Background: an optimization exercise with open tools, aiming at small area. Do not read the settings as production practice.
No run shown here included a check of the RTL's function; only the layout flow was run.
Power figures rest on the tool's default switching activity, not on a simulated workload.

==> flow/design.v <==
module nuc_mul (input [14:0] k, input [15:0] d, output [30:13] p);
wire pp1;
wire pp2;
wire pp3;
wire pp4;
wire pp5;
wire pp6;
wire pp7;
wire pp8;
wire pp9;
wire pp10;
wire pp11;
wire pp12;
wire pp13;
wire pp14;
wire pp15;
wire pp16;
wire pp17;
wire pp18;
wire pp19;
wire pp20;
wire pp21;
wire pp22;
wire pp23;
wire pp24;
wire pp25;
wire pp26;
wire pp27;
wire pp28;
wire pp29;
wire pp30;
wire pp31;
wire pp32;
wire pp33;
wire pp34;
wire pp35;
wire pp36;
wire pp37;
wire pp38;
wire pp39;
wire pp40;
wire pp41;
wire pp42;
wire pp43;
wire pp44;
wire pp45;
wire pp46;
wire pp47;
wire pp48;
wire pp49;
wire pp50;
wire pp51;
wire pp52;
wire pp53;
wire pp54;
wire pp55;
wire pp56;
wire pp57;
wire pp58;
wire pp59;
wire pp60;
wire pp61;
wire pp62;
wire pp63;
wire pp64;
wire pp65;
wire pp66;
wire pp67;
wire pp68;
wire pp69;
wire pp70;
wire pp71;
wire pp72;
wire pp73;
wire pp74;
wire pp75;
wire pp76;
wire pp77;
wire pp78;
wire pp79;
wire pp80;
wire pp81;
wire pp82;
wire pp83;
wire pp84;
wire pp85;
wire pp86;
wire pp87;
wire pp88;
wire pp89;
wire pp90;
wire pp91;
wire pp92;
wire pp93;
wire pp94;
wire pp95;
wire pp96;
wire pp97;
wire pp98;
wire pp99;
wire pp100;
wire pp101;
wire pp102;
wire pp103;
wire pp104;
wire pp105;
wire pp106;
wire pp107;
wire pp108;
wire pp109;
wire pp110;
wire pp111;
wire pp112;
wire pp113;
wire pp114;
wire pp115;
wire pp116;
wire pp117;
wire pp118;
wire pp119;
wire pp120;
wire pp121;
wire pp122;
wire pp123;
wire pp124;
wire pp125;
wire pp126;
wire pp127;
wire pp128;
wire pp129;
wire pp130;
wire pp131;
wire pp132;
wire pp133;
wire pp134;
wire pp135;
wire pp136;
wire pp137;
wire pp138;
wire pp139;
wire pp140;
wire pp141;
wire pp142;
wire pp143;
wire pp144;
wire pp145;
wire pp146;
wire pp147;
wire pp148;
wire pp149;
wire pp150;
wire pp151;
wire pp152;
wire pp153;
wire pp154;
wire pp155;
wire pp156;
wire pp157;
wire pp158;
wire pp159;
wire pp160;
wire pp161;
wire pp162;
wire pp163;
wire pp164;
wire pp165;
wire pp166;
wire pp167;
wire pp168;
wire pp169;
wire pp170;
wire pp171;
wire pp172;
wire pp173;
wire pp174;
wire pp175;
wire pp176;
wire pp177;
wire pp178;
wire pp179;
wire pp180;
wire pp181;
wire pp182;
wire pp183;
wire pp184;
wire pp185;
wire pp186;
wire pp187;
wire pp188;
wire pp189;
wire pp190;
wire pp191;
wire pp192;
wire pp193;
wire pp194;
wire pp195;
wire pp196;
wire pp197;
wire pp198;
wire pp199;
wire pp200;
wire pp201;
wire pp202;
wire pp203;
wire pp204;
wire pp205;
wire pp206;
wire pp207;
wire pp208;
wire pp209;
wire pp210;
wire pp211;
wire pp212;
wire pp213;
wire pp214;
wire pp215;
wire pp216;
wire pp217;
wire pp218;
wire pp219;
wire pp220;
wire pp221;
wire pp222;
wire pp223;
wire pp224;
wire pp225;
wire pp226;
wire pp227;
wire pp228;
wire pp229;
wire pp230;
wire pp231;
wire pp232;
wire pp233;
wire pp234;
wire pp235;
wire pp236;
wire pp237;
wire pp238;
wire pp239;
wire pp240;
wire s241;
wire c242;
wire s243;
wire c244;
wire s245;
wire c246;
wire s247;
wire c248;
wire s249;
wire c250;
wire s251;
wire c252;
wire s253;
wire c254;
wire s255;
wire c256;
wire s257;
wire c258;
wire s259;
wire c260;
wire s261;
wire c262;
wire s263;
wire c264;
wire s265;
wire c266;
wire s267;
wire c268;
wire s269;
wire c270;
wire s271;
wire c272;
wire s273;
wire c274;
wire s275;
wire c276;
wire s277;
wire c278;
wire s279;
wire c280;
wire s281;
wire c282;
wire s283;
wire c284;
wire s285;
wire c286;
wire s287;
wire c288;
wire s289;
wire c290;
wire s291;
wire c292;
wire s293;
wire c294;
wire s295;
wire c296;
wire s297;
wire c298;
wire s299;
wire c300;
wire s301;
wire c302;
wire s303;
wire c304;
wire s305;
wire c306;
wire s307;
wire c308;
wire s309;
wire c310;
wire s311;
wire c312;
wire s313;
wire c314;
wire s315;
wire c316;
wire s317;
wire c318;
wire s319;
wire c320;
wire s321;
wire c322;
wire s323;
wire c324;
wire s325;
wire c326;
wire s327;
wire c328;
wire s329;
wire c330;
wire s331;
wire c332;
wire s333;
wire c334;
wire s335;
wire c336;
wire s337;
wire c338;
wire s339;
wire c340;
wire s341;
wire c342;
wire s343;
wire c344;
wire s345;
wire c346;
wire s347;
wire c348;
wire s349;
wire c350;
wire s351;
wire c352;
wire s353;
wire c354;
wire s355;
wire c356;
wire s357;
wire c358;
wire s359;
wire c360;
wire s361;
wire c362;
wire s363;
wire c364;
wire s365;
wire c366;
wire s367;
wire c368;
wire s369;
wire c370;
wire s371;
wire c372;
wire s373;
wire c374;
wire s375;
wire c376;
wire s377;
wire c378;
wire s379;
wire c380;
wire s381;
wire c382;
wire s383;
wire c384;
wire s385;
wire c386;
wire s387;
wire c388;
wire s389;
wire c390;
wire s391;
wire c392;
wire s393;
wire c394;
wire s395;
wire c396;
wire s397;
wire c398;
wire s399;
wire c400;
wire s401;
wire c402;
wire s403;
wire c404;
wire s405;
wire c406;
wire s407;
wire c408;
wire s409;
wire c410;
wire s411;
wire c412;
wire s413;
wire c414;
wire s415;
wire c416;
wire s417;
wire c418;
wire s419;
wire c420;
wire s421;
wire c422;
wire s423;
wire c424;
wire s425;
wire c426;
wire s427;
wire c428;
wire s429;
wire c430;
wire s431;
wire c432;
wire s433;
wire c434;
wire s435;
wire c436;
wire s437;
wire c438;
wire s439;
wire c440;
wire s441;
wire c442;
wire s443;
wire c444;
wire s445;
wire c446;
wire s447;
wire c448;
wire s449;
wire c450;
wire s451;
wire c452;
wire s453;
wire c454;
wire s455;
wire c456;
wire s457;
wire c458;
wire s459;
wire c460;
wire s461;
wire c462;
wire s463;
wire c464;
wire s465;
wire c466;
wire s467;
wire c468;
wire s469;
wire c470;
wire s471;
wire c472;
wire s473;
wire c474;
wire s475;
wire c476;
wire s477;
wire c478;
wire s479;
wire c480;
wire s481;
wire c482;
wire s483;
wire c484;
wire s485;
wire c486;
wire s487;
wire c488;
wire s489;
wire c490;
wire s491;
wire c492;
wire s493;
wire c494;
wire s495;
wire c496;
wire s497;
wire c498;
wire s499;
wire c500;
wire s501;
wire c502;
wire s503;
wire c504;
wire s505;
wire c506;
wire s507;
wire c508;
wire s509;
wire c510;
wire s511;
wire c512;
wire s513;
wire c514;
wire s515;
wire c516;
wire s517;
wire c518;
wire s519;
wire c520;
wire s521;
wire c522;
wire s523;
wire c524;
wire s525;
wire c526;
wire s527;
wire c528;
wire s529;
wire c530;
wire s531;
wire c532;
wire s533;
wire c534;
wire s535;
wire c536;
wire s537;
wire c538;
wire s539;
wire c540;
wire s541;
wire c542;
wire s543;
wire c544;
wire s545;
wire c546;
wire s547;
wire c548;
wire s549;
wire c550;
wire s551;
wire c552;
wire s553;
wire c554;
wire s555;
wire c556;
wire s557;
wire c558;
wire s559;
wire c560;
wire s561;
wire c562;
wire s563;
wire c564;
wire s565;
wire c566;
wire s567;
wire c568;
wire s569;
wire c570;
wire s571;
wire c572;
wire s573;
wire c574;
wire s575;
wire c576;
wire s577;
wire c578;
wire s579;
wire c580;
wire s581;
wire c582;
wire s583;
wire c584;
wire s585;
wire c586;
wire s587;
wire c588;
wire s589;
wire c590;
wire s591;
wire c592;
wire s593;
wire c594;
wire s595;
wire c596;
wire s597;
wire c598;
wire s599;
wire c600;
wire s601;
wire c602;
wire s603;
wire c604;
wire s605;
wire c606;
wire s607;
wire c608;
wire s609;
wire c610;
wire s611;
wire c612;
wire s613;
wire c614;
wire s615;
wire c616;
wire s617;
wire c618;
wire s619;
wire c620;
wire s621;
wire c622;
wire s623;
wire c624;
wire s625;
wire c626;
wire s627;
wire c628;
wire s629;
wire c630;
wire s631;
wire c632;
assign pp1 = ~(k[0] & d[0]);
assign pp2 = ~(k[0] & d[1]);
assign pp3 = ~(k[0] & d[2]);
assign pp4 = ~(k[0] & d[3]);
assign pp5 = ~(k[0] & d[4]);
assign pp6 = ~(k[0] & d[5]);
assign pp7 = ~(k[0] & d[6]);
assign pp8 = ~(k[0] & d[7]);
assign pp9 = ~(k[0] & d[8]);
assign pp10 = ~(k[0] & d[9]);
assign pp11 = ~(k[0] & d[10]);
assign pp12 = ~(k[0] & d[11]);
assign pp13 = ~(k[0] & d[12]);
assign pp14 = ~(k[0] & d[13]);
assign pp15 = ~(k[0] & d[14]);
assign pp16 = k[0] & d[15];
assign pp17 = ~(k[1] & d[0]);
assign pp18 = ~(k[1] & d[1]);
assign pp19 = ~(k[1] & d[2]);
assign pp20 = ~(k[1] & d[3]);
assign pp21 = ~(k[1] & d[4]);
assign pp22 = ~(k[1] & d[5]);
assign pp23 = ~(k[1] & d[6]);
assign pp24 = ~(k[1] & d[7]);
assign pp25 = ~(k[1] & d[8]);
assign pp26 = ~(k[1] & d[9]);
assign pp27 = ~(k[1] & d[10]);
assign pp28 = ~(k[1] & d[11]);
assign pp29 = ~(k[1] & d[12]);
assign pp30 = ~(k[1] & d[13]);
assign pp31 = ~(k[1] & d[14]);
assign pp32 = k[1] & d[15];
assign pp33 = ~(k[2] & d[0]);
assign pp34 = ~(k[2] & d[1]);
assign pp35 = ~(k[2] & d[2]);
assign pp36 = ~(k[2] & d[3]);
assign pp37 = ~(k[2] & d[4]);
assign pp38 = ~(k[2] & d[5]);
assign pp39 = ~(k[2] & d[6]);
assign pp40 = ~(k[2] & d[7]);
assign pp41 = ~(k[2] & d[8]);
assign pp42 = ~(k[2] & d[9]);
assign pp43 = ~(k[2] & d[10]);
assign pp44 = ~(k[2] & d[11]);
assign pp45 = ~(k[2] & d[12]);
assign pp46 = ~(k[2] & d[13]);
assign pp47 = ~(k[2] & d[14]);
assign pp48 = k[2] & d[15];
assign pp49 = ~(k[3] & d[0]);
assign pp50 = ~(k[3] & d[1]);
assign pp51 = ~(k[3] & d[2]);
assign pp52 = ~(k[3] & d[3]);
assign pp53 = ~(k[3] & d[4]);
assign pp54 = ~(k[3] & d[5]);
assign pp55 = ~(k[3] & d[6]);
assign pp56 = ~(k[3] & d[7]);
assign pp57 = ~(k[3] & d[8]);
assign pp58 = ~(k[3] & d[9]);
assign pp59 = ~(k[3] & d[10]);
assign pp60 = ~(k[3] & d[11]);
assign pp61 = ~(k[3] & d[12]);
assign pp62 = ~(k[3] & d[13]);
assign pp63 = ~(k[3] & d[14]);
assign pp64 = k[3] & d[15];
assign pp65 = ~(k[4] & d[0]);
assign pp66 = ~(k[4] & d[1]);
assign pp67 = ~(k[4] & d[2]);
assign pp68 = ~(k[4] & d[3]);
assign pp69 = ~(k[4] & d[4]);
assign pp70 = ~(k[4] & d[5]);
assign pp71 = ~(k[4] & d[6]);
assign pp72 = ~(k[4] & d[7]);
assign pp73 = ~(k[4] & d[8]);
assign pp74 = ~(k[4] & d[9]);
assign pp75 = ~(k[4] & d[10]);
assign pp76 = ~(k[4] & d[11]);
assign pp77 = ~(k[4] & d[12]);
assign pp78 = ~(k[4] & d[13]);
assign pp79 = ~(k[4] & d[14]);
assign pp80 = k[4] & d[15];
assign pp81 = ~(k[5] & d[0]);
assign pp82 = ~(k[5] & d[1]);
assign pp83 = ~(k[5] & d[2]);
assign pp84 = ~(k[5] & d[3]);
assign pp85 = ~(k[5] & d[4]);
assign pp86 = ~(k[5] & d[5]);
assign pp87 = ~(k[5] & d[6]);
assign pp88 = ~(k[5] & d[7]);
assign pp89 = ~(k[5] & d[8]);
assign pp90 = ~(k[5] & d[9]);
assign pp91 = ~(k[5] & d[10]);
assign pp92 = ~(k[5] & d[11]);
assign pp93 = ~(k[5] & d[12]);
assign pp94 = ~(k[5] & d[13]);
assign pp95 = ~(k[5] & d[14]);
assign pp96 = k[5] & d[15];
assign pp97 = ~(k[6] & d[0]);
assign pp98 = ~(k[6] & d[1]);
assign pp99 = ~(k[6] & d[2]);
assign pp100 = ~(k[6] & d[3]);
assign pp101 = ~(k[6] & d[4]);
assign pp102 = ~(k[6] & d[5]);
assign pp103 = ~(k[6] & d[6]);
assign pp104 = ~(k[6] & d[7]);
assign pp105 = ~(k[6] & d[8]);
assign pp106 = ~(k[6] & d[9]);
assign pp107 = ~(k[6] & d[10]);
assign pp108 = ~(k[6] & d[11]);
assign pp109 = ~(k[6] & d[12]);
assign pp110 = ~(k[6] & d[13]);
assign pp111 = ~(k[6] & d[14]);
assign pp112 = k[6] & d[15];
assign pp113 = ~(k[7] & d[0]);
assign pp114 = ~(k[7] & d[1]);
assign pp115 = ~(k[7] & d[2]);
assign pp116 = ~(k[7] & d[3]);
assign pp117 = ~(k[7] & d[4]);
assign pp118 = ~(k[7] & d[5]);
assign pp119 = ~(k[7] & d[6]);
assign pp120 = ~(k[7] & d[7]);
assign pp121 = ~(k[7] & d[8]);
assign pp122 = ~(k[7] & d[9]);
assign pp123 = ~(k[7] & d[10]);
assign pp124 = ~(k[7] & d[11]);
assign pp125 = ~(k[7] & d[12]);
assign pp126 = ~(k[7] & d[13]);
assign pp127 = ~(k[7] & d[14]);
assign pp128 = k[7] & d[15];
assign pp129 = ~(k[8] & d[0]);
assign pp130 = ~(k[8] & d[1]);
assign pp131 = ~(k[8] & d[2]);
assign pp132 = ~(k[8] & d[3]);
assign pp133 = ~(k[8] & d[4]);
assign pp134 = ~(k[8] & d[5]);
assign pp135 = ~(k[8] & d[6]);
assign pp136 = ~(k[8] & d[7]);
assign pp137 = ~(k[8] & d[8]);
assign pp138 = ~(k[8] & d[9]);
assign pp139 = ~(k[8] & d[10]);
assign pp140 = ~(k[8] & d[11]);
assign pp141 = ~(k[8] & d[12]);
assign pp142 = ~(k[8] & d[13]);
assign pp143 = ~(k[8] & d[14]);
assign pp144 = k[8] & d[15];
assign pp145 = ~(k[9] & d[0]);
assign pp146 = ~(k[9] & d[1]);
assign pp147 = ~(k[9] & d[2]);
assign pp148 = ~(k[9] & d[3]);
assign pp149 = ~(k[9] & d[4]);
assign pp150 = ~(k[9] & d[5]);
assign pp151 = ~(k[9] & d[6]);
assign pp152 = ~(k[9] & d[7]);
assign pp153 = ~(k[9] & d[8]);
assign pp154 = ~(k[9] & d[9]);
assign pp155 = ~(k[9] & d[10]);
assign pp156 = ~(k[9] & d[11]);
assign pp157 = ~(k[9] & d[12]);
assign pp158 = ~(k[9] & d[13]);
assign pp159 = ~(k[9] & d[14]);
assign pp160 = k[9] & d[15];
assign pp161 = ~(k[10] & d[0]);
assign pp162 = ~(k[10] & d[1]);
assign pp163 = ~(k[10] & d[2]);
assign pp164 = ~(k[10] & d[3]);
assign pp165 = ~(k[10] & d[4]);
assign pp166 = ~(k[10] & d[5]);
assign pp167 = ~(k[10] & d[6]);
assign pp168 = ~(k[10] & d[7]);
assign pp169 = ~(k[10] & d[8]);
assign pp170 = ~(k[10] & d[9]);
assign pp171 = ~(k[10] & d[10]);
assign pp172 = ~(k[10] & d[11]);
assign pp173 = ~(k[10] & d[12]);
assign pp174 = ~(k[10] & d[13]);
assign pp175 = ~(k[10] & d[14]);
assign pp176 = k[10] & d[15];
assign pp177 = ~(k[11] & d[0]);
assign pp178 = ~(k[11] & d[1]);
assign pp179 = ~(k[11] & d[2]);
assign pp180 = ~(k[11] & d[3]);
assign pp181 = ~(k[11] & d[4]);
assign pp182 = ~(k[11] & d[5]);
assign pp183 = ~(k[11] & d[6]);
assign pp184 = ~(k[11] & d[7]);
assign pp185 = ~(k[11] & d[8]);
assign pp186 = ~(k[11] & d[9]);
assign pp187 = ~(k[11] & d[10]);
assign pp188 = ~(k[11] & d[11]);
assign pp189 = ~(k[11] & d[12]);
assign pp190 = ~(k[11] & d[13]);
assign pp191 = ~(k[11] & d[14]);
assign pp192 = k[11] & d[15];
assign pp193 = ~(k[12] & d[0]);
assign pp194 = ~(k[12] & d[1]);
assign pp195 = ~(k[12] & d[2]);
assign pp196 = ~(k[12] & d[3]);
assign pp197 = ~(k[12] & d[4]);
assign pp198 = ~(k[12] & d[5]);
assign pp199 = ~(k[12] & d[6]);
assign pp200 = ~(k[12] & d[7]);
assign pp201 = ~(k[12] & d[8]);
assign pp202 = ~(k[12] & d[9]);
assign pp203 = ~(k[12] & d[10]);
assign pp204 = ~(k[12] & d[11]);
assign pp205 = ~(k[12] & d[12]);
assign pp206 = ~(k[12] & d[13]);
assign pp207 = ~(k[12] & d[14]);
assign pp208 = k[12] & d[15];
assign pp209 = ~(k[13] & d[0]);
assign pp210 = ~(k[13] & d[1]);
assign pp211 = ~(k[13] & d[2]);
assign pp212 = ~(k[13] & d[3]);
assign pp213 = ~(k[13] & d[4]);
assign pp214 = ~(k[13] & d[5]);
assign pp215 = ~(k[13] & d[6]);
assign pp216 = ~(k[13] & d[7]);
assign pp217 = ~(k[13] & d[8]);
assign pp218 = ~(k[13] & d[9]);
assign pp219 = ~(k[13] & d[10]);
assign pp220 = ~(k[13] & d[11]);
assign pp221 = ~(k[13] & d[12]);
assign pp222 = ~(k[13] & d[13]);
assign pp223 = ~(k[13] & d[14]);
assign pp224 = k[13] & d[15];
assign pp225 = ~(k[14] & d[0]);
assign pp226 = ~(k[14] & d[1]);
assign pp227 = ~(k[14] & d[2]);
assign pp228 = ~(k[14] & d[3]);
assign pp229 = ~(k[14] & d[4]);
assign pp230 = ~(k[14] & d[5]);
assign pp231 = ~(k[14] & d[6]);
assign pp232 = ~(k[14] & d[7]);
assign pp233 = ~(k[14] & d[8]);
assign pp234 = ~(k[14] & d[9]);
assign pp235 = ~(k[14] & d[10]);
assign pp236 = ~(k[14] & d[11]);
assign pp237 = ~(k[14] & d[12]);
assign pp238 = ~(k[14] & d[13]);
assign pp239 = ~(k[14] & d[14]);
assign pp240 = k[14] & d[15];
nuc_fa u242 (pp14, pp29, 1'b1, s241, c242);
nuc_fa u244 (pp15, pp30, pp45, s243, c244);
nuc_fa u246 (pp60, pp75, 1'b1, s245, c246);
nuc_fa u248 (pp16, pp31, pp46, s247, c248);
nuc_fa u250 (pp61, pp76, pp91, s249, c250);
nuc_fa u252 (pp106, pp121, 1'b1, s251, c252);
nuc_fa u254 (pp32, pp47, pp62, s253, c254);
nuc_fa u256 (pp77, pp92, pp107, s255, c256);
nuc_fa u258 (pp48, pp63, pp78, s257, c258);
nuc_fa u260 (pp10, pp25, 1'b1, s259, c260);
nuc_fa u262 (pp11, pp26, pp41, s261, c262);
nuc_fa u264 (pp56, pp71, 1'b1, s263, c264);
nuc_fa u266 (pp12, pp27, pp42, s265, c266);
nuc_fa u268 (pp57, pp72, pp87, s267, c268);
nuc_fa u270 (pp102, pp117, 1'b1, s269, c270);
nuc_fa u272 (pp13, pp28, pp43, s271, c272);
nuc_fa u274 (pp58, pp73, pp88, s273, c274);
nuc_fa u276 (pp103, pp118, pp133, s275, c276);
nuc_fa u278 (pp148, pp163, 1'b1, s277, c278);
nuc_fa u280 (s241, pp44, pp59, s279, c280);
nuc_fa u282 (pp74, pp89, pp104, s281, c282);
nuc_fa u284 (pp119, pp134, pp149, s283, c284);
nuc_fa u286 (pp164, pp179, pp194, s285, c286);
nuc_fa u288 (s243, s245, pp90, s287, c288);
nuc_fa u290 (pp105, pp120, pp135, s289, c290);
nuc_fa u292 (pp150, pp165, pp180, s291, c292);
nuc_fa u294 (pp195, pp210, pp225, s293, c294);
nuc_fa u296 (s247, s249, s251, s295, c296);
nuc_fa u298 (pp136, pp151, pp166, s297, c298);
nuc_fa u300 (pp181, pp196, pp211, s299, c300);
nuc_fa u302 (pp226, 1'b0, c244, s301, c302);
nuc_fa u304 (s253, s255, pp122, s303, c304);
nuc_fa u306 (pp137, pp152, pp167, s305, c306);
nuc_fa u308 (pp182, pp197, pp212, s307, c308);
nuc_fa u310 (pp227, c248, c250, s309, c310);
nuc_fa u312 (s257, pp93, pp108, s311, c312);
nuc_fa u314 (pp123, pp138, pp153, s313, c314);
nuc_fa u316 (pp168, pp183, pp198, s315, c316);
nuc_fa u318 (pp213, pp228, c254, s317, c318);
nuc_fa u320 (pp64, pp79, pp94, s319, c320);
nuc_fa u322 (pp109, pp124, pp139, s321, c322);
nuc_fa u324 (pp154, pp169, pp184, s323, c324);
nuc_fa u326 (pp199, pp214, pp229, s325, c326);
nuc_fa u328 (pp80, pp95, pp110, s327, c328);
nuc_fa u330 (pp125, pp140, pp155, s329, c330);
nuc_fa u332 (pp170, pp185, pp200, s331, c332);
nuc_fa u334 (pp96, pp111, pp126, s333, c334);
nuc_fa u336 (pp141, pp156, pp171, s335, c336);
nuc_fa u338 (pp112, pp127, pp142, s337, c338);
nuc_fa u340 (pp7, pp22, 1'b1, s339, c340);
nuc_fa u342 (pp8, pp23, pp38, s341, c342);
nuc_fa u344 (pp53, pp68, 1'b1, s343, c344);
nuc_fa u346 (pp9, pp24, pp39, s345, c346);
nuc_fa u348 (pp54, pp69, pp84, s347, c348);
nuc_fa u350 (pp99, pp114, 1'b1, s349, c350);
nuc_fa u352 (s259, pp40, pp55, s351, c352);
nuc_fa u354 (pp70, pp85, pp100, s353, c354);
nuc_fa u356 (pp115, pp130, pp145, s355, c356);
nuc_fa u358 (s261, s263, pp86, s357, c358);
nuc_fa u360 (pp101, pp116, pp131, s359, c360);
nuc_fa u362 (pp146, pp161, c260, s361, c362);
nuc_fa u364 (s265, s267, s269, s363, c364);
nuc_fa u366 (pp132, pp147, pp162, s365, c366);
nuc_fa u368 (pp177, c262, c264, s367, c368);
nuc_fa u370 (s271, s273, s275, s369, c370);
nuc_fa u372 (s277, pp178, pp193, s371, c372);
nuc_fa u374 (c266, c268, c270, s373, c374);
nuc_fa u376 (s279, s281, s283, s375, c376);
nuc_fa u378 (s285, pp209, c272, s377, c378);
nuc_fa u380 (c274, c276, c278, s379, c380);
nuc_fa u382 (s287, s289, s291, s381, c382);
nuc_fa u384 (s293, c242, c280, s383, c384);
nuc_fa u386 (c282, c284, c286, s385, c386);
nuc_fa u388 (s295, s297, s299, s387, c388);
nuc_fa u390 (s301, c246, c288, s389, c390);
nuc_fa u392 (c290, c292, c294, s391, c392);
nuc_fa u394 (s303, s305, s307, s393, c394);
nuc_fa u396 (s309, c252, c296, s395, c396);
nuc_fa u398 (c298, c300, c302, s397, c398);
nuc_fa u400 (s311, s313, s315, s399, c400);
nuc_fa u402 (s317, c256, c304, s401, c402);
nuc_fa u404 (c306, c308, c310, s403, c404);
nuc_fa u406 (s319, s321, s323, s405, c406);
nuc_fa u408 (s325, c258, c312, s407, c408);
nuc_fa u410 (c314, c316, c318, s409, c410);
nuc_fa u412 (s327, s329, s331, s411, c412);
nuc_fa u414 (pp215, pp230, c320, s413, c414);
nuc_fa u416 (c322, c324, c326, s415, c416);
nuc_fa u418 (s333, s335, pp186, s417, c418);
nuc_fa u420 (pp201, pp216, pp231, s419, c420);
nuc_fa u422 (c328, c330, c332, s421, c422);
nuc_fa u424 (s337, pp157, pp172, s423, c424);
nuc_fa u426 (pp187, pp202, pp217, s425, c426);
nuc_fa u428 (pp232, c334, c336, s427, c428);
nuc_fa u430 (pp128, pp143, pp158, s429, c430);
nuc_fa u432 (pp173, pp188, pp203, s431, c432);
nuc_fa u434 (pp218, pp233, c338, s433, c434);
nuc_fa u436 (pp144, pp159, pp174, s435, c436);
nuc_fa u438 (pp189, pp204, pp219, s437, c438);
nuc_fa u440 (pp160, pp175, pp190, s439, c440);
nuc_fa u442 (pp5, pp20, 1'b1, s441, c442);
nuc_fa u444 (pp6, pp21, pp36, s443, c444);
nuc_fa u446 (pp51, pp66, 1'b1, s445, c446);
nuc_fa u448 (s339, pp37, pp52, s447, c448);
nuc_fa u450 (pp67, pp82, pp97, s449, c450);
nuc_fa u452 (s341, s343, pp83, s451, c452);
nuc_fa u454 (pp98, pp113, c340, s453, c454);
nuc_fa u456 (s345, s347, s349, s455, c456);
nuc_fa u458 (pp129, c342, c344, s457, c458);
nuc_fa u460 (s351, s353, s355, s459, c460);
nuc_fa u462 (c346, c348, c350, s461, c462);
nuc_fa u464 (s357, s359, s361, s463, c464);
nuc_fa u466 (c352, c354, c356, s465, c466);
nuc_fa u468 (s363, s365, s367, s467, c468);
nuc_fa u470 (c358, c360, c362, s469, c470);
nuc_fa u472 (s369, s371, s373, s471, c472);
nuc_fa u474 (c364, c366, c368, s473, c474);
nuc_fa u476 (s375, s377, s379, s475, c476);
nuc_fa u478 (c370, c372, c374, s477, c478);
nuc_fa u480 (s381, s383, s385, s479, c480);
nuc_fa u482 (c376, c378, c380, s481, c482);
nuc_fa u484 (s387, s389, s391, s483, c484);
nuc_fa u486 (c382, c384, c386, s485, c486);
nuc_fa u488 (s393, s395, s397, s487, c488);
nuc_fa u490 (c388, c390, c392, s489, c490);
nuc_fa u492 (s399, s401, s403, s491, c492);
nuc_fa u494 (c394, c396, c398, s493, c494);
nuc_fa u496 (s405, s407, s409, s495, c496);
nuc_fa u498 (c400, c402, c404, s497, c498);
nuc_fa u500 (s411, s413, s415, s499, c500);
nuc_fa u502 (c406, c408, c410, s501, c502);
nuc_fa u504 (s417, s419, s421, s503, c504);
nuc_fa u506 (c412, c414, c416, s505, c506);
nuc_fa u508 (s423, s425, s427, s507, c508);
nuc_fa u510 (c418, c420, c422, s509, c510);
nuc_fa u512 (s429, s431, s433, s511, c512);
nuc_fa u514 (c424, c426, c428, s513, c514);
nuc_fa u516 (s435, s437, pp234, s515, c516);
nuc_fa u518 (c430, c432, c434, s517, c518);
nuc_fa u520 (s439, pp205, pp220, s519, c520);
nuc_fa u522 (pp235, c436, c438, s521, c522);
nuc_fa u524 (pp176, pp191, pp206, s523, c524);
nuc_fa u526 (pp221, pp236, c440, s525, c526);
nuc_fa u528 (pp192, pp207, pp222, s527, c528);
nuc_fa u530 (pp4, pp19, 1'b1, s529, c530);
nuc_fa u532 (s441, pp35, pp50, s531, c532);
nuc_fa u534 (s443, s445, pp81, s533, c534);
nuc_fa u536 (s447, s449, c444, s535, c536);
nuc_fa u538 (s451, s453, c448, s537, c538);
nuc_fa u540 (s455, s457, c452, s539, c540);
nuc_fa u542 (s459, s461, c456, s541, c542);
nuc_fa u544 (s463, s465, c460, s543, c544);
nuc_fa u546 (s467, s469, c464, s545, c546);
nuc_fa u548 (s471, s473, c468, s547, c548);
nuc_fa u550 (s475, s477, c472, s549, c550);
nuc_fa u552 (s479, s481, c476, s551, c552);
nuc_fa u554 (s483, s485, c480, s553, c554);
nuc_fa u556 (s487, s489, c484, s555, c556);
nuc_fa u558 (s491, s493, c488, s557, c558);
nuc_fa u560 (s495, s497, c492, s559, c560);
nuc_fa u562 (s499, s501, c496, s561, c562);
nuc_fa u564 (s503, s505, c500, s563, c564);
nuc_fa u566 (s507, s509, c504, s565, c566);
nuc_fa u568 (s511, s513, c508, s567, c568);
nuc_fa u570 (s515, s517, c512, s569, c570);
nuc_fa u572 (s519, s521, c516, s571, c572);
nuc_fa u574 (s523, s525, c520, s573, c574);
nuc_fa u576 (s527, pp237, c524, s575, c576);
nuc_fa u578 (pp208, pp223, pp238, s577, c578);
nuc_fa u580 (pp3, pp18, 1'b1, s579, c580);
nuc_fa u582 (s529, pp34, pp49, s581, c582);
nuc_fa u584 (s531, pp65, c530, s583, c584);
nuc_fa u586 (s533, c442, c532, s585, c586);
nuc_fa u588 (s535, c446, c534, s587, c588);
nuc_fa u590 (s537, c450, c536, s589, c590);
nuc_fa u592 (s539, c454, c538, s591, c592);
nuc_fa u594 (s541, c458, c540, s593, c594);
nuc_fa u596 (s543, c462, c542, s595, c596);
nuc_fa u598 (s545, c466, c544, s597, c598);
nuc_fa u600 (s547, c470, c546, s599, c600);
nuc_fa u602 (s549, c474, c548, s601, c602);
nuc_fa u604 (s551, c478, c550, s603, c604);
nuc_fa u606 (s553, c482, c552, s605, c606);
nuc_fa u608 (s555, c486, c554, s607, c608);
nuc_fa u610 (s557, c490, c556, s609, c610);
nuc_fa u612 (s559, c494, c558, s611, c612);
nuc_fa u614 (s561, c498, c560, s613, c614);
nuc_fa u616 (s563, c502, c562, s615, c616);
nuc_fa u618 (s565, c506, c564, s617, c618);
nuc_fa u620 (s567, c510, c566, s619, c620);
nuc_fa u622 (s569, c514, c568, s621, c622);
nuc_fa u624 (s571, c518, c570, s623, c624);
nuc_fa u626 (s573, c522, c572, s625, c626);
nuc_fa u628 (s575, c526, c574, s627, c628);
nuc_fa u630 (s577, c528, c576, s629, c630);
nuc_fa u632 (pp224, pp239, c578, s631, c632);
wire [30:0] ra = {1'b0, pp240, s631, s629, s627, s625, s623, s621, s619, s617, s615, s613, s611, s609, s607, s605, s603, s601, s599, s597, s595, s593, s591, s589, s587, s585, s583, s581, s579, pp2, pp1};
wire [30:0] rb = {1'b1, c632, c630, c628, c626, c624, c622, c620, c618, c616, c614, c612, c610, c608, c606, c604, c602, c600, c598, c596, c594, c592, c590, c588, c586, c584, c582, c580, pp33, pp17, 1'b1};
wire [30:0] sum = ~(ra + rb + 1'b1);
assign p = sum[30:13];
endmodule
module nuc_fa (input a, input b, input c, output s, output co);
assign s = a ^ b ^ c;
assign co = (a & b) | (a & c) | (b & c);
endmodule
`timescale 1ns / 1ps
module nonuniform_top_v0 #(
    parameter IMAGE_WIDE_LENGTH = 256    ,
    parameter IMAGE_HIGH_LENGTH = 192    ,
    parameter ADDRS_DW          = 21     ,
    parameter DW                = 16
) (
    input                               i_rst_n                 ,
    input                               i_clk                   ,
    input   [DW-1:0]                    i_data                  ,
    input                               i_hs                    ,
    input                               i_vs                    ,
    input   [3:0]                       i_clac_b_mean_num       ,
    input                               i_clac_b_en             ,
    input   [ADDRS_DW-1:0]              i_b_addrs               ,
    output                              o_clac_b_done           ,
    input   [3:0]                       i_data_sel              ,
    input   [ADDRS_DW-1:0]              i_k_addrs               ,
    input                               i_init_k_load           ,
    output                              o_bp_type               ,
    output  [DW-1:0]                    o_data                  ,
    output  [DW-1:0]                    o_calc_b_mean_data      ,
    output  [DW-1:0]                    o_center_y16_data       ,
    output  [DW-1:0]                    o_sub_aver_y16          ,
    output                              o_hs                    ,
    output                              o_vs                    ,
    output                              o_mem_wr_start          ,
    output   [ADDRS_DW-1:0]             o_mem_wr_addrs          ,
    output   [ADDRS_DW-1:0]             o_mem_wr_lengths        ,
    output   [DW-1:0]                   o_mem_wr_data           ,
    output                              o_mem_wr_data_vld       ,
    output                              o_mem_rd0_start         ,
    output   [ADDRS_DW-1:0]             o_mem_rd0_addrs         ,
    output   [ADDRS_DW-1:0]             o_mem_rd0_lengths       ,
    input    [DW-1:0]                   i_mem_rd0_data          ,
    output                              o_mem_rd0_data_req      ,
    output                              o_mem_rd1_start         ,
    output   [ADDRS_DW-1:0]             o_mem_rd1_addrs         ,
    output   [ADDRS_DW-1:0]             o_mem_rd1_lengths       ,
    input    [DW-1:0]                   i_mem_rd1_data          ,
    output                              o_mem_rd1_data_req
);
localparam IMAGE_LENGTH = IMAGE_WIDE_LENGTH * IMAGE_HIGH_LENGTH;
reg     [12:0]  vsd;
reg     [10:0]  hsd;
always @(posedge i_clk) begin
    vsd <= {vsd[11:0], i_vs};
    hsd <= {hsd[9:0], i_hs};
end
assign o_vs = vsd[10];
assign o_hs = hsd[10];
wire    pix_vld   = i_hs & i_vs;
wire    frame_end = vsd[12] & ~vsd[11];
assign o_mem_rd0_data_req = pix_vld;
assign o_mem_rd1_data_req = pix_vld;
assign o_mem_rd0_addrs    = i_b_addrs;
assign o_mem_wr_addrs     = i_b_addrs;
assign o_mem_rd1_addrs    = i_k_addrs;
assign o_mem_rd0_lengths  = IMAGE_LENGTH;
assign o_mem_rd1_lengths  = IMAGE_LENGTH;
assign o_mem_wr_lengths   = IMAGE_LENGTH;
reg             rd_start;
reg     [1:0]   sel;             
reg             init_k_load;
always @(posedge i_clk) begin
    rd_start <= frame_end;
    if (frame_end) begin
        case (i_data_sel)
        4'b0010: sel <= 2'd1;
        4'b0100: sel <= 2'd2;
        4'b1000: sel <= 2'd3;
        default: sel <= 2'd0;
        endcase
        init_k_load <= i_init_k_load;
    end
end
assign o_mem_rd1_start = rd_start;
reg             calc_en;         
reg     [DW-1:0] data_dly;
always @(posedge i_clk) begin
    data_dly <= i_data;
end
wire    [DW-1:0]    b_word  = calc_en ? 16'd1 : i_mem_rd0_data;
wire    [14:0]      k_word  = init_k_load ? 15'd8192 : i_mem_rd1_data[14:0];
wire    [DW-1:0]    x_sub_b = data_dly - b_word;
wire    [30:13]     prod;        
nuc_mul mul_inst (.k(k_word), .d(x_sub_b), .p(prod));
reg     [DW-1:0]    raw_word;
always @(*) begin
    case (sel)
    2'd1:    raw_word = data_dly;
    2'd2:    raw_word = b_word;
    default: raw_word = {1'b0, k_word};
    endcase
end
reg     [17:0]      pipe0;
wire    [DW-1:0]    pipe0_sat;
reg     [DW-1:0]    pipe [1:9];
reg     [9:0]       bp_pipe;
integer i;
nuc_sat sat_pipe (.p(pipe0), .y(pipe0_sat));
always @(posedge i_clk) begin
    pipe0 <= (sel == 2'd0) ? prod : {{2{raw_word[DW-1]}}, raw_word};
    pipe[1] <= pipe0_sat;
    for (i = 2; i < 10; i = i + 1)
        pipe[i] <= pipe[i-1];
    bp_pipe <= {bp_pipe[8:0], i_mem_rd1_data[DW-1]};
end
assign o_data    = pipe[9];
assign o_bp_type = bp_pipe[9];
reg     [7:0]   hcnt;
reg     [7:0]   vcnt;
wire            line_end = i_hs & (hcnt == 8'd255);
always @(posedge i_clk) begin
    if (!i_vs)
        hcnt <= 8'd0;
    else if (i_hs)
        hcnt <= hcnt + 1'b1;
    if (!i_vs)
        vcnt <= 8'd0;
    else if (line_end && (vcnt != IMAGE_HIGH_LENGTH - 1))
        vcnt <= vcnt + 1'b1;
end
wire    center_in = pix_vld && (hcnt == (IMAGE_WIDE_LENGTH >> 1) - 1)
                            && (vcnt == (IMAGE_HIGH_LENGTH >> 1) - 1);
reg     [3:0]       ccnt;        
reg     [17:0]      center_prod;
wire    [DW-1:0]    center_sat;
reg     [DW-1:0]    center_out;
nuc_sat sat_center (.p(center_prod), .y(center_sat));
always @(posedge i_clk) begin
    if (center_in)
        ccnt <= 4'd10;
    else if (ccnt != 4'd0)
        ccnt <= ccnt - 1'b1;
    if (ccnt == 4'd10)
        center_prod <= prod;
    if (ccnt == 4'd1)
        center_out <= center_sat;
end
assign o_center_y16_data = center_out;
reg     [1:0]   calc_en_dly;
reg             calc_sync;
reg             calc_done;
wire            vs_fall = vsd[1] & ~vsd[0];
wire            vs_rise = ~vsd[1] & vsd[0];
always @(posedge i_clk or negedge i_rst_n) begin
    if (!i_rst_n) begin
        calc_en_dly <= 2'b00;
        calc_sync   <= 1'b0;
        calc_en     <= 1'b0;
    end
    else begin
        calc_en_dly <= {calc_en_dly[0], i_clac_b_en};
        if (vs_fall && calc_sync)
            calc_sync <= 1'b0;
        else if ((calc_en_dly == 2'b01) && !calc_sync)
            calc_sync <= 1'b1;
        if (calc_en && calc_done)
            calc_en <= 1'b0;
        else if (vs_fall && calc_sync)
            calc_en <= 1'b1;
    end
end
reg     [7:0]   start_cnt;
reg     [5:0]   fcnt;
reg             wr_start;
reg             mean_en;
reg             calc_en_d;       
reg     [1:0]   round_d;         
always @(posedge i_clk) begin
    if (!calc_en)
        start_cnt <= 8'h0f;
    else if (i_vs)
        start_cnt <= 8'h00;
    else if (start_cnt != 8'hFF)
        start_cnt <= start_cnt + 8'h01;
    wr_start <= (start_cnt == 8'hF0);
    if (!calc_en)
        fcnt <= 6'd0;
    else if (start_cnt == 8'h0A)
        fcnt <= fcnt + 6'd1;
    case (i_clac_b_mean_num)
    4'b0001: calc_done <= (start_cnt == 8'h0A) && (fcnt > 6'd2 );
    4'b0010: calc_done <= (start_cnt == 8'h0A) && (fcnt > 6'd6 );
    4'b1000: calc_done <= (start_cnt == 8'h0A) && (fcnt > 6'd30);
    default: calc_done <= (start_cnt == 8'h0A) && (fcnt > 6'd14);
    endcase
    if (fcnt == 6'd0)
        mean_en <= 1'b0;
    else if (wr_start) begin
        case (i_clac_b_mean_num)
        4'b0001: if (fcnt == 6'd3 ) mean_en <= 1'b1;
        4'b0010: if (fcnt == 6'd7 ) mean_en <= 1'b1;
        4'b1000: if (fcnt == 6'd3 ) mean_en <= 1'b1;
        default: if (fcnt == 6'd15) mean_en <= 1'b1;
        endcase
    end
    calc_en_d <= calc_en;
    case (i_clac_b_mean_num)
    4'b0001: round_d <= 2'd0;
    4'b0010: round_d <= 2'd1;
    4'b1000: round_d <= 2'd3;
    default: round_d <= 2'd2;
    endcase
end
assign o_clac_b_done   = calc_done;
assign o_mem_wr_start  = wr_start;
assign o_mem_rd0_start = calc_en ? wr_start : rd_start;
wire    [16:0]  add_full = {1'b0, data_dly} + ({15'd0, 2'b10} << round_d);
wire    [14:0]  add_q    = calc_en_d ? add_full[16:2] : 15'd0;
wire    [DW-1:0] rd_word = calc_en ? i_mem_rd0_data : 16'd1;
reg     [DW-1:0] add_sh;
always @(*) begin
    case (i_clac_b_mean_num)
    4'b0001: add_sh = {1'b0, add_q};
    4'b0010: add_sh = {2'b0, add_q[14:1]};
    4'b1000: add_sh = {4'b0, add_q[14:3]};
    default: add_sh = {3'b0, add_q[14:2]};
    endcase
end
reg     [DW-1:0]    wr_data;
always @(posedge i_clk) begin
    wr_data <= add_sh + ((fcnt == 6'd0) ? 16'd0 : rd_word);
end
assign o_mem_wr_data     = wr_data;
assign o_mem_wr_data_vld = hsd[1] & vsd[1];
reg     [31:0]  data_sum;
wire    [31:0]  data_sum_nx;
wire    [32:0]  sum_c;
wire            sum_en = mean_en & o_mem_wr_data_vld;
assign sum_c[0] = 1'b0;
genvar gi;
generate
    for (gi = 0; gi < 32; gi = gi + 1) begin : g_sum
        if (gi < DW) begin : g_fa
            nuc_fa u_fa (.a(data_sum[gi]), .b(wr_data[gi] & sum_en), .c(sum_c[gi]), .s(data_sum_nx[gi]), .co(sum_c[gi+1]));
        end
        else begin : g_ha
            nuc_ha u_ha (.a(data_sum[gi]), .b(sum_c[gi]), .s(data_sum_nx[gi]), .co(sum_c[gi+1]));
        end
    end
endgenerate
always @(posedge i_clk) begin
    if (vs_rise && calc_en)
        data_sum <= 32'd0;
    else
        data_sum <= data_sum_nx;     
end
localparam D_IDLE = 2'd0, D_S1 = 2'd1, D_S2 = 2'd2, D_S3 = 2'd3;
reg     [1:0]   dstate;
reg     [4:0]   dcnt;
reg     [1:0]   drem;
reg     [16:0]  dsh;
reg             dvld;
reg     [DW-1:0] mean;
wire    [2:0]   dtrial = {drem, dsh[16]};
wire            dq     = (dtrial >= 3'd3);
wire            dstart = (dstate == D_IDLE) && calc_done;
always @(posedge i_clk) begin
    if (!i_rst_n)
        dstate <= D_IDLE;
    else begin
        case (dstate)
        D_IDLE: if (calc_done) dstate <= D_S1;
        D_S1:   dstate <= D_S2;
        D_S2:   dstate <= (dcnt == 5'd0) ? D_S3 : D_S1;
        default: dstate <= D_IDLE;
        endcase
    end
end
always @(posedge i_clk) begin
    if (dstart)
        dcnt <= 5'd31;
    else if (dstate == D_S2)
        dcnt <= dcnt - 1'b1;
    if (dstart) begin
        drem <= {1'b0, data_sum[31]};
        dsh  <= data_sum[30:14];
    end
    else if ((dstate == D_S2) && (dcnt[4] | (dcnt[3:0] == 4'hF))) begin
        drem <= dq ? (dtrial - 3'd3) : dtrial[1:0];
        dsh  <= {dsh[15:0], dq};
    end
    dvld <= (dstate == D_S3);
    if (dvld)
        mean <= dsh[15:0];
end
assign o_calc_b_mean_data = mean;
wire    [DW:0]  sub_c;
assign sub_c[0] = 1'b1;
generate
    for (gi = 0; gi < DW; gi = gi + 1) begin : g_sub
        nuc_fa u_fa (.a(center_out[gi]), .b(~mean[gi]), .c(sub_c[gi]), .s(o_sub_aver_y16[gi]), .co(sub_c[gi+1]));
    end
endgenerate
endmodule
module nuc_ha (input a, input b, output s, output co);
assign s  = a ^ b;
assign co = a & b;
endmodule
module nuc_sat (input [17:0] p, output [15:0] y);
assign y = (!p[17] && (p[16] | p[15])) ? 16'h7FFF :
           ( p[17] && !(p[16] & p[15])) ? 16'h8000 : p[15:0];
endmodule
==> flow/flow/run.sh <==
#!/bin/bash
# Standard ORFS layout (the standard.sh), with the port buffers made from
# the smallest buffer cell and the clock tree built as below.
set -euo pipefail
export BUFFER_PORTS_ARGS="-buffer_cell sky130_fd_sc_hd__buf_1"
export GPL_KEEP_OVERFLOW=0
export CTS_ARGS="-sink_clustering_enable -repair_clock_nets -dont_use_dummy_load -buf_list {sky130_fd_sc_hd__clkbuf_8} -sink_clustering_size 16 -sink_clustering_max_diameter 50"
bash standard.sh > standard.log 2>&1
==> flow/standard.sh <==
#!/bin/bash
# synth_recipe.tcl (not shown) runs the flow's synth.tcl, then flattens the netlist and writes it again
# the make line also repeats each setting of config.mk as NAME=value (left out here)
make -C /OpenROAD-flow-scripts/flow DESIGN_CONFIG=/design/flow/config.mk WORK_HOME=/design/flow/orfs CLKGATE_MAP_FILE= SYNTH_SCRIPT=/design/flow/synth_recipe.tcl "${@:-finish}"
==> flow/config.mk <==
export PLATFORM = sky130hd
export DESIGN_NAME = nonuniform_top_v0
export DESIGN_NICKNAME = nonuniform_top_v0
export VERILOG_FILES = /design/flow/design.v
export SDC_FILE = /design/flow/constraint.sdc
export NUM_CORES = 4
export LEC_CHECK = 0
export CAP_MARGIN = 20
export CORE_MARGIN = 2
export CORE_UTILIZATION = 65
export PLACE_DENSITY = 0.8
export SLEW_MARGIN = 20
export SYNTH_HIERARCHICAL = 1
export SYNTH_MINIMUM_KEEP_SIZE = 0
==> flow/constraint.sdc <==
create_clock -name core_clock -period 10.0 [get_ports {i_clk}]
set_input_delay 2.0000 -clock core_clock [delete_from_list [all_inputs] [get_ports {i_clk}]]
set_output_delay 2.0000 -clock core_clock [all_outputs]
set_load 0.01 [all_outputs]
==> results of run 1 <==
## modules after synthesis, one instance, submodules excluded
| module | cell area [µm²] | flip-flops and latches |
|---|---|---|
| nonuniform_top_v0 | 14570 | 385 |
| nuc_fa | 20.02 | 0 |
| nuc_ha | 12.51 | 0 |
| nuc_mul | 2586 | 0 |
| nuc_sat | 320.3 | 0 |
## worst max-delay path, stage by stage, from the launching register on
cell      delay (ns)
edfxtp_1        0.46
fa_1            0.46
fa_1            0.39
fa_1            0.42
fa_2            0.39
fa_2            0.39
fa_1            0.43
fa_1            0.41
fa_1            0.42
fa_1            0.43
fa_1            0.42
fa_1            0.40
fa_1            0.39
fa_1            0.39
fa_1            0.43
fa_1            0.40
fa_1            0.48
buf_1           0.15
## worst max-delay path by stage
stage | from | to | slack, ns | depth (start not counted)
floorplan | vsd[1] | data_sum[31] | 0.15 | 35
global placement | i_mem_rd0_data[0] | pipe0[14] | -0.31 | 26
detailed placement | vsd[1] | data_sum[31] | -0.42 | 35
CTS | vsd[1] | data_sum[31] | 0.02 | 35
global route | center_out[0] | o_sub_aver_y16[15] | 0.004 | 17
finish | center_out[0] | o_sub_aver_y16[15] | 0.19 | 17
## per-layer routing
layer,vias to the layer above,track usage (%),wire (µm),part of all wire [%]
met3,194,7.435,5437,10
met2,858,46.92,24390,47
li1,7191,-,-,-
met5,-,0,0,0
met1,7570,36.99,20320,39
met4,0,12.43,2276,4.3
## metrics by stage
step | setup slack, ns | TNS (ns) | instances | power, mW
after floorplan | 0.1541 | 0 | 2244 | 6.560
after global placement | -0.3142 | -5.052 | 2631 | 8.006
after detailed placement | -0.4245 | -1.383 | 2655 | 8.136
after CTS | 0.02218 | 0 | 2690 | 8.906
after global routing | 0.003559 | 0 | 2695 | 9.618
final | 0.1908 | 0 | 2695 | 8.942
## power by group
group          switching (mW)  internal (mW)
Sequential              0.145           2.19
Combinational            3.69           2.16
Clock                   0.446          0.312
Total                    4.28           4.67
## cell type report
class                      instances  share of cell area (%)
clock buffer                      35                   2.040
inverter                          46                  0.7312
sequential                       385                   35.74
multi-input combinational       1594                   55.30
timing repair buffer             180                   3.783
tap                              455                   2.411
## cells in the final DEF, fill, tap and decap left out, types with 15 or more instances in the layout
cell and instances:
nand4_1 19, nor3_1 28, xnor2_1 44, a22oi_1 17, dfxtp_1 309, fa_1 216
a21oi_1 55, edfxtp_1 71, and2_1 103, o21ai_0 70, nand3_1 23, nand2_1 373
nand2b_1 22, fa_2 15, buf_1 151, o211ai_1 15, and3_1 15, clkbuf_8 35
buf_6 17, conb_1 80, a21o_1 25, xor2_1 23, a21boi_1 31, inv_1 46
ha_1 96, nor2_1 96, o22ai_1 37
## cells in the mapped netlist (5+ instances only)
cell / count
or3_1: 9
nor3_1: 28
nand3_1: 23
a21boi_1: 30
inv_1: 46
and3_1: 16
buf_2: 12
a21o_1: 25
xnor2_1: 50
and4_1: 5
clkbuf_1: 71
o21ai_0: 70
nor2_1: 97
o221ai_1: 7
edfxtp_1: 71
mux2i_1: 6
nand4_1: 19
nor2b_1: 28
o211ai_1: 15
a211oi_1: 9
nor4_1: 7
o22ai_1: 37
o21bai_1: 5
a22oi_1: 17
nand3b_1: 6
a21oi_1: 57
buf_4: 129
a221oi_1: 5
a31oi_1: 11
fa_1: 231
and2_1: 103
a21boi_0: 5
xor2_1: 26
nand2_1: 373
nand2b_1: 22
ha_1: 96
o21a_1: 7
dfxtp_1: 310
## logic make-up (layout without fill, tap and decap cells)
| family | Yosys count | count (layout) | synth area share (%) |
|---|---|---|---|
| AO/OA/AOI/OAI | 343 | 343 | 10.47 |
| XOR/XNOR | 78 | 78 | 3.095 |
| adder cells (fa/ha/maj) | 328 | 328 | 25.87 |
| buffers and inverters | 265 | 261 | 6.761 |
| flip-flops | 385 | 385 | 37.40 |
| multiplexers | 7 | 7 | 0.3161 |
| other | 4 | 80 | 0.06654 |
| AND/OR/NAND/NOR | 758 | 758 | 16.02 |
## flip-flops by register name, summed over array words and instances (netlist names), 16 cells and up
signal and flops:
mean 16, data_sum 32, center_prod 18, center_out 16, pipe 144, pipe0 18
wr_data 16, dsh 17, data_dly 16
## timing repair
item                                    CTS  global route
resized for setup                        11             8
pin swaps                                 0             1
endpoints found under the setup margin    4             6
buffers inserted                          0             4
==> summary.txt, run 1 <==
flop2flop setup slack 0.28 ns; cts hold-fix bufs 0; number of port buffers 151; critical path launch point type flip-flop; Synth Cell Area between 20000 and 25000 µm²; hold crit path type flip-flop to flip-flop; fin nets ~2700; clock root buffer clkbuf_8; Fillers between 2000 and 3000; worst hold path cell count 0; Inserted Diodes 0; register area share after synthesis around 37%; Synth Area per Inst approximately 10 µm²; outcome timing/DRC/antenna clean; Synth top area share between 20% and 30%; Area Overhead vs Synth 4.681%; Via density 5.868; 1st-iter DRT viols 1478; share of cells above drive strength 1 under 10%; Main synth FF type dfxtp_1; Slew Limit Fails 0; f_max between 100 and 150 MHz; Vias roughly 16000; worst-case reg-to-reg path depth 35; placed standard-cell area ~23000 µm²; die area 36210 µm²; CP required 8.00 ns; Post-synth ARST share just over 1%; CTS sink cnt a little under 400; CTS tree yes; Avg WL per Cell a little under 20 µm; CTS buffer count 35; Netlist cell types 88; first-pass GRT wire length approximately 80000 µm; critical path endpoint category output port; reg2reg end data_sum[31]; Yosys top cell by area dfxtp_1; Die Y ~190 µm; PD cells 378.7 nW/µm²; final setup violation count 0; CTS Buffer Depth 3; Ys Warns 8; routability cong. 0.9908; Worst Hold End pipe[3][13]; Hold Crit Start pipe[2][13]; drc violations 0; pin count of the biggest net entering global routing 35; RR Startpoint hsd[1]; Clk Latency, worst-skew pair approximately 0.58 ns; Max-Cap Viols 0; H-tree depth 2; post-layout util 68.70%; I/O pin count 320; fin crit period approximately 9.8 ns; max_slew headroom 28.67%; Die Span X 190.3 µm; critical path peak fanout 2; FF+latch area approximately 8400 µm²; post-DP HPWL just over 40000 µm; Core Area 34370 µm²; Peak VDD IR between 0.0005 and 0.0006 V; Critical Path AT 7.81 ns; clk slew on worst S/H paths 0.09 ns; Starting Density between 60% and 70%; clk_skew between 0.09 and 0.1 ns; top post-synthesis cells by area dfxtp_1 (28%), fa_1 (20%), edfxtp_1 (9.5%), nand2_1 (6.2%), ha_1 (5.3%); Seq cells post-synth slightly below 400; combined area of the multi-input logic cells ~13000 µm²; cells after synthesis 2168; Final Hold Fails 0; GRT Overall Usage approximately 29%; hold slack 0.3008 ns; CP Class flip-flop to output port; total routed wirelength approximately 52000 µm; number of synthesized flops with an enable pin 71; post-route ant nets 0; RSZ-0062 raised after global routing false; site row count 68; total gr overflow 0; drt first pass iters 6; Slew @ Worst Pin between 1 and 1.5 ns; number of global-route vias before repair around 16000; Tcrit/Tclk final between 90% and 100%; leak pwr around 9 nW; initial antenna violation count 0; design area 23620 µm²
==> run 2, diff against run 1 <==
--- a/flow/design.v
+++ b/flow/design.v
@@ -1171,15 +1171,22 @@
     default: raw_word = {1'b0, k_word};
     endcase
 end
+function [15:0] sat16;
+    input [17:0] p;
+    reg          pos, neg;
+    begin
+        pos   = !p[17] && (p[16] | p[15]);
+        neg   =  p[17] && !(p[16] & p[15]);
+        sat16 = {neg | (p[15] & !pos), {15{pos}} | (p[14:0] & {15{!neg}})};
+    end
+endfunction
 reg     [17:0]      pipe0;
-wire    [DW-1:0]    pipe0_sat;
 reg     [DW-1:0]    pipe [1:9];
 reg     [9:0]       bp_pipe;
 integer i;
-nuc_sat sat_pipe (.p(pipe0), .y(pipe0_sat));
 always @(posedge i_clk) begin
     pipe0 <= (sel == 2'd0) ? prod : {{2{raw_word[DW-1]}}, raw_word};
-    pipe[1] <= pipe0_sat;
+    pipe[1] <= sat16(pipe0);
     for (i = 2; i < 10; i = i + 1)
         pipe[i] <= pipe[i-1];
     bp_pipe <= {bp_pipe[8:0], i_mem_rd1_data[DW-1]};
@@ -1203,9 +1210,7 @@
                             && (vcnt == (IMAGE_HIGH_LENGTH >> 1) - 1);
 reg     [3:0]       ccnt;        
 reg     [17:0]      center_prod;
-wire    [DW-1:0]    center_sat;
 reg     [DW-1:0]    center_out;
-nuc_sat sat_center (.p(center_prod), .y(center_sat));
 always @(posedge i_clk) begin
     if (center_in)
         ccnt <= 4'd10;
@@ -1214,7 +1219,7 @@
     if (ccnt == 4'd10)
         center_prod <= prod;
     if (ccnt == 4'd1)
-        center_out <= center_sat;
+        center_out <= sat16(center_prod);
 end
 assign o_center_y16_data = center_out;
 reg     [1:0]   calc_en_dly;
@@ -1377,7 +1382,3 @@
 assign s  = a ^ b;
 assign co = a & b;
 endmodule
-module nuc_sat (input [17:0] p, output [15:0] y);
-assign y = (!p[17] && (p[16] | p[15])) ? 16'h7FFF :
-           ( p[17] && !(p[16] & p[15])) ? 16'h8000 : p[15:0];
-endmodule
==> flow/flow/run.sh (replaced) <==
#!/bin/bash
# Standard ORFS layout (the standard.sh), with the port buffers made from
# the smallest buffer cell and the clock tree built as below.
set -euo pipefail
export BUFFER_PORTS_ARGS="-buffer_cell sky130_fd_sc_hd__buf_1"
export SKIP_REPAIR_TIE_FANOUT=1
export CTS_ARGS="-sink_clustering_enable -repair_clock_nets -dont_use_dummy_load -buf_list {sky130_fd_sc_hd__clkbuf_8} -sink_clustering_size 16 -sink_clustering_max_diameter 50"
bash standard.sh > standard.log 2>&1
==> run 2 against run 1 <==
Net effect: non-clock buffer count rose by 6; power is 5.9% lower; sequential share of layout area up 1.1 points; clock skew shrank 0.042 ns; clock power decreased by 5.8%; maximum frequency rose by 0.18%; hold slack better by 0.022 ns; critical path type is now flip-flop to flip-flop; largest power group unchanged.
==> summary.txt, run 2 <==
top-count cell post-synth nand2_1; cells after synthesis 2186; f_max between 100 and 150 MHz; Synth Area in Compound Gates under 10%; Hold Crit Start hsd[3]; fin nets approximately 2600; CTS sink cnt 385; share of cells above drive strength 1 5.345%; Avg WL per Cell ~19 µm; leak pwr ~8.7 nW; hold crit path type flip-flop to flip-flop; Biggest register pipe; Tcrit/Tclk final around 98%; top post-synthesis cells by area dfxtp_1 (28%), fa_1 (21%), edfxtp_1 (9.6%), nand2_1 (6.7%), ha_1 (5.4%); Slew Limit Fails 0; most frequent cell on the critical path ha_1; PD cells around 370 nW/µm²; Die Span X 189.2 µm; Critical path origin vsd[1]; internal power between 4 and 5 mW; xor and xnor area share after synthesis ~3.0%; mux cell area share after synthesis 0.4095%; site row count 67; Max-Cap Viols 0; total chip power between 8 and 9 mW; count of non-filler cells in the finished layout 2639; Synth top cells by count nand2_1 (396), dfxtp_1 (310), fa_1 (231); Critical Path Max Stage Delay between 0.3 and 0.4 ns; gr busiest metal met2; Post-synth ARST share 1.039%; Critical Path Slowest Stage Cell fa_1; main combinational cell family by area after synthesis adder cells; Peak VDD IR ~0.00057 V; largest registers pipe (144), data_sum (32); CP required approximately 10 ns; Slew @ Worst Pin between 1 and 1.5 ns; pin count of the biggest net entering global routing around 60; Final Hold Fails 0; critical path launch point type flip-flop; Clk Latency, worst-skew pair ~0.61 ns; post-route ant nets 0; M3 GR Usage 6.636%; Synth top area share ~28%; number of port buffers 151; Seq cells post-synth between 300 and 400; most frequent cells in the layout nand2_1 (396), dfxtp_1 (310), fa_1 (217), buf_1 (151), nor2_1 (144); Critical Path AT about 10 ns; Ys Warns 8; Logic pwr share between 60% and 70%; 1st-iter DRT viols about 1300; routability cong. 0.9513; clk_skew 0.05394 ns; H-tree depth 1; Starting Density 66.18%; commonest non-fill, non-tap cell in the layout nand2_1; clk slew on worst S/H paths 0.09 ns; switch share 45.34%; Netlist cell types 81; CTS buffer count 31; number of global-route vias before repair approximately 16000; Vias between 15000 and 20000; final setup violation count 0; Seq pwr share 27.9%; Die Y 189.2 µm; post-DP HPWL 38750 µm; number of synthesized flops with an enable pin approximately 70; Clock power frac 8.5%; GRT Overall Usage roughly 29%; register area share after synthesis between 30% and 40%; Main synth FF type dfxtp_1; max_slew headroom 21.44%; critical path endpoint category flip-flop; Adder-Cell Fraction of Synth Area 26.12%; dpl cells 2606; P_sw about 3.8 mW; clock root buffer clkbuf_8; critical path peak fanout 2; Core Area between 30000 and 40000 µm²; first-pass GRT wire length 80950 µm; CTS Buffer Depth 3; global routing usage on met2 between 40 and 50%; Via density approximately 5.9; total routed wirelength approximately 50000 µm; Area Overhead vs Synth 2.805%; Fillers ~2500; I/O pin count 320; RR Startpoint vsd[1]; Simple-Gate Fraction of Synth Area between 10% and 20%; fin crit period about 10 ns; CTS tree yes; Synth Cell Area 22300 µm²; RSZ-0062 raised after global routing true; GR Util met1 37.35%; drc violations 0; CP Class flip-flop to flip-flop; drt first pass iters 6; total gr overflow 0; Synth Area per Inst between 10 and 15 µm²; initial antenna violation count 3; die area roughly 36000 µm²; max FFs per register ~140; outcome timing/DRC/antenna clean; Yosys top cell by area dfxtp_1
## run 2: final timing paths
path / endpoint / slack [ns] / depth (start not counted)
min: hsd[4] / 0.32 / 0
min in group asynchronous: calc_en_dly[0] / 1.30 / 1
min reg2reg: hsd[4] / 0.32 / 0
max reg2reg: data_sum[31] / 0.21 / 35
max: data_sum[31] / 0.21 / 35
max in group asynchronous: calc_sync / 8.41 / 1
## run 2: metrics by stage
stage | setup slack (ns) | TNS (ns) | instance area, µm² | hold WS, ns | util (%)
6_report | 0.2082 | 0 | 22930 | 0.3226 | 68.04
4_1_cts | 0.02033 | 0 | 22910 | 0.3243 | 67.97
5_1_grt | -0.04297 | -0.04660 | 22930 | 0.3271 | 68.04
3_5_place_dp | -0.2330 | -0.2908 | 22460 | 0.3121 | 66.65
2_1_floorplan | 0.01210 | 0 | 22300 | 0.3096 | -
3_3_place_gp | -0.07028 | -0.07028 | 22460 | 0.3097 | 66.63
## run 2: kinds of logic after synthesis
group           count (synthesis)
fa+ha+maj                     327
simple gates                  820
buf+inv                       261
flops                         385
mux                             9
other cells                     4
compound gates                304
xor+xnor                       76
## run 2: power groups by stage
stage                     clock network, mW  registers (mW)  logic (mW)
final                                 0.714            2.34        5.35
after global routing                  0.796            2.38        5.91
after CTS                             0.741            2.35        5.26
after detailed placement                  0            2.39        5.24
after global placement                    0            2.36        5.07
after floorplan                           0            2.34        3.81
## run 2: timing repair
item / in CTS / in global routing
gates resized for setup: 7 / 7
pin swaps: 0 / 0
setup endpoints to repair: 2 / 3
hold buffers: 0 / 0
buffers inserted: 0 / 0
## run 2: modules after synthesis (local to each module, per instance)
module / times used / cell area, µm² / cells / flops+latches
nuc_fa: 228 / 20.02 / 1 / 0
nuc_mul: 1 / 2426 / 465 / 0
nonuniform_top_v0: 1 / 15110 / 1477 / 385
nuc_ha: 16 / 12.51 / 1 / 0
## run 2: metal layers
metal / vias up / routed length (µm) / part of all wire [%]
met5: - / 12 / 0.024
met4: 2 / 1910 / 3.8
met3: 215 / 5033 / 10
met2: 835 / 23490 / 47
met1: 7512 / 20020 / 40
li1: 7082 / - / -
## run 2: final cells by class
| class | instances | area (µm²) | area share, % |
|---|---|---|---|
| sequential | 385 | 8438 | 36.80 |
| timing repair buffer | 186 | 829.5 | 3.618 |
| antenna | 2 | 5.005 | 0.02183 |
| tap | 448 | 560.5 | 2.445 |
| multi-input combinational | 1540 | 12490 | 54.48 |
| inverter | 47 | 176.4 | 0.7694 |
| clock buffer | 31 | 426.7 | 1.861 |
## run 2: critical path: cells and delay by family, from the launching register on
kind          cells  cell delay [ns]
fa+ha+maj        32             8.85
flops             1             0.32
simple gates      3             0.50
==> run 3, diff against run 2 <==
--- a/flow/config.mk
+++ b/flow/config.mk
@@ -7,8 +7,8 @@
 export LEC_CHECK = 0
 export CAP_MARGIN = 20
 export CORE_MARGIN = 2
-export CORE_UTILIZATION = 65
-export PLACE_DENSITY = 0.8
+export CORE_UTILIZATION = 75
+export PLACE_DENSITY = 0.88
 export SLEW_MARGIN = 20
 export SYNTH_HIERARCHICAL = 1
 export SYNTH_MINIMUM_KEEP_SIZE = 0
==> run 3 against run 2 <==
Net effect: global-route usage rose by 3.8 points; critical path type unchanged; non-clock buffer count increased by 3; clock skew up 0.030 ns; clock power rose by 1%; largest power group unchanged; maximum frequency fell by 0.59%.
==> summary.txt, run 3 <==
Slew Limit Fails 0; fin nets ~2600; setup TNS 0 ns; total routed wirelength 50610 µm; Seq cells post-synth between 300 and 400; Critical Path AT just over 10 ns; largest registers pipe (144), data_sum (32); CTS sink cnt roughly 390; cells after synthesis between 2000 and 2500; commonest non-fill, non-tap cell in the layout nand2_1; first-pass GRT wire length about 80000 µm; Via density slightly above 6; most frequent cells in the layout nand2_1 (396), dfxtp_1 (309), fa_1 (213), buf_1 (151), nor2_1 (144); Starting Density 75.65%; Place WS -0.3096 ns; design area about 23000 µm²; top post-synthesis cells by area dfxtp_1 (28%), fa_1 (21%), edfxtp_1 (9.6%), nand2_1 (6.7%), ha_1 (5.4%); routability cong. 0.9928; Main synth FF type dfxtp_1; CP Class flip-flop to flip-flop; Die Span X between 150 and 200 µm; Final Hold Fails 0; Yosys top cell by area dfxtp_1; flop2flop setup slack between 0.15 and 0.2 ns; Peak VDD IR ~0.00053 V; number of synthesized flops with an enable pin 71; hold crit path type flip-flop to flip-flop; I/O pin count 320; number of global-route vias before repair 15940; Area Overhead vs Synth 3.142%; site row count 63; critical path peak fanout 2; Fillers 1824; Vias about 16000; Synth Cell Area 22300 µm²; Biggest register pipe; PD cells around 360 nW/µm²; die area about 31000 µm²; placed standard-cell area ~22000 µm²; Critical Path Max Stage Delay between 0.4 and 0.5 ns; final worst slack around 0.15 ns; clk slew on worst S/H paths 0.10 ns; share of cells above drive strength 1 6.022%; Max-Cap Viols 0; CTS tree yes; leak pwr approximately 8.7 nW; clock root buffer clkbuf_8; pin count of the biggest net entering global routing 59; max FFs per register between 100 and 150; max_slew headroom between 20 and 30%; critical path endpoint category flip-flop; total gr overflow 0; f_max 101.5 MHz; number of port buffers 151; H-tree depth 1; Critical Path Slowest Stage Cell fa_2; Synth top area share between 20% and 30%; Core Area between 20000 and 30000 µm²; fin crit period a little under 10 ns; 1st-iter DRT viols roughly 1500; CTS buffer count 31; Synth Area per Inst about 10 µm²; Clk Latency, worst-skew pair ~0.63 ns; hold slack slightly below 0.3 ns; initial antenna violation count 3; Netlist cell types 81; Synth top cells by count nand2_1 (396), dfxtp_1 (310), fa_1 (231); drc violations 0; Die Y 176.4 µm; Avg WL per Cell ~20 µm; Slew @ Worst Pin roughly 1.1 ns; cts hold-fix bufs 0; Tcrit/Tclk final between 90% and 100%; post-DP HPWL about 38000 µm; critical path launch point type flip-flop; GRT Overall Usage between 30% and 40%; clk_skew between 0.08 and 0.09 ns; most frequent cell on the critical path fa_2; Ys Warns 8; register area share after synthesis ~38%; Post-synth ARST share around 1.0%; CTS Buffer Depth 3; drt first pass iters 5; final setup violation count 0; outcome timing/DRC/antenna clean; top-count cell post-synth nand2_1; post-route ant nets 0; CP required roughly 11 ns
-- run 3: per-stage QoR --
step / total power [mW] / util [%] / cells
6_report: 8.310 / 78.03 / 2583
3_3_place_gp: 7.265 / 76.02 / 2550
2_1_floorplan: 6.151 / - / 2186
5_1_grt: 8.892 / 78.03 / 2583
3_5_place_dp: 7.468 / 76.02 / 2550
4_1_cts: 8.192 / 77.53 / 2581
-- run 3: path summary, 6_finish.rpt --
kind	start	to	depth (start not counted)
hold / removal	pipe[1][14]	pipe[2][14]	0
setup reg to reg	vsd[1]	data_sum[31]	35
max in group asynchronous	i_rst_n	calc_en_dly[0]	1
setup / recovery	vsd[1]	data_sum[31]	35
hold reg to reg	pipe[1][14]	pipe[2][14]	0
min in group asynchronous	i_rst_n	calc_en	1
-- run 3: power by group --
part	total [mW]	internal [mW]	switching, mW
combinational	5.25	2.07	3.17
clock	0.723	0.274	0.448
sequential	2.34	2.19	0.153
-- run 3: logic make-up (layout without fill, tap and decap cells) --
| logic type | after synthesis | after routing | synth area share, % |
|---|---|---|---|
| xor gates and xnor gates | 76 | 76 | 2.985 |
| other | 4 | 5 | 0.06730 |
| muxes | 9 | 9 | 0.4095 |
| AOI/OAI and AO/OA | 304 | 304 | 9.049 |
| buffers and inverters | 261 | 267 | 6.530 |
| and+or+nand+nor | 820 | 820 | 17.00 |
| adders and majority gates | 327 | 327 | 26.12 |
| DFF | 385 | 385 | 37.83 |
-- run 3: per-layer routing --
layer / track usage, % / part of all wire (%)
met5: 0 / 0
met4: 11.29 / 3.9
met3: 7.903 / 11
met2: 54.25 / 47
met1: 41.60 / 38
-- run 3: layout make-up --
cell class	count	area (µm²)	share of cell area (%)
repair buffers	189	877.1	3.813
inverters	47	176.4	0.7669
multi-input cells	1540	12590	54.75
flip-flops and latches	385	8439	36.69
diodes	1	2.502	0.01088
well taps	390	488.0	2.121
clock buffers	31	426.7	1.855
-- run 3: Yosys stat by module (local to each module, per instance) --
module	cell area (µm²)	copies in the design	cells
nonuniform_top_v0	15110	1	1477
nuc_mul	2426	1	465
nuc_fa	20.02	228	1
nuc_ha	12.51	16	1
-- run 3: what timing repair did --
item | 4_1_cts | 5_1_grt
pin swaps | 0 | 17
setup endpoints to repair | 3 | 4
gates resized for setup | 7 | 31
buffers inserted | 0 | 1
-- run 3: worst max-delay path: cells and delay by family (launching register included) --
family | cells | cell delay, ns
DFF | 1 | 0.33
adders and majority gates | 32 | 8.93
and+or+nand+nor | 3 | 0.48
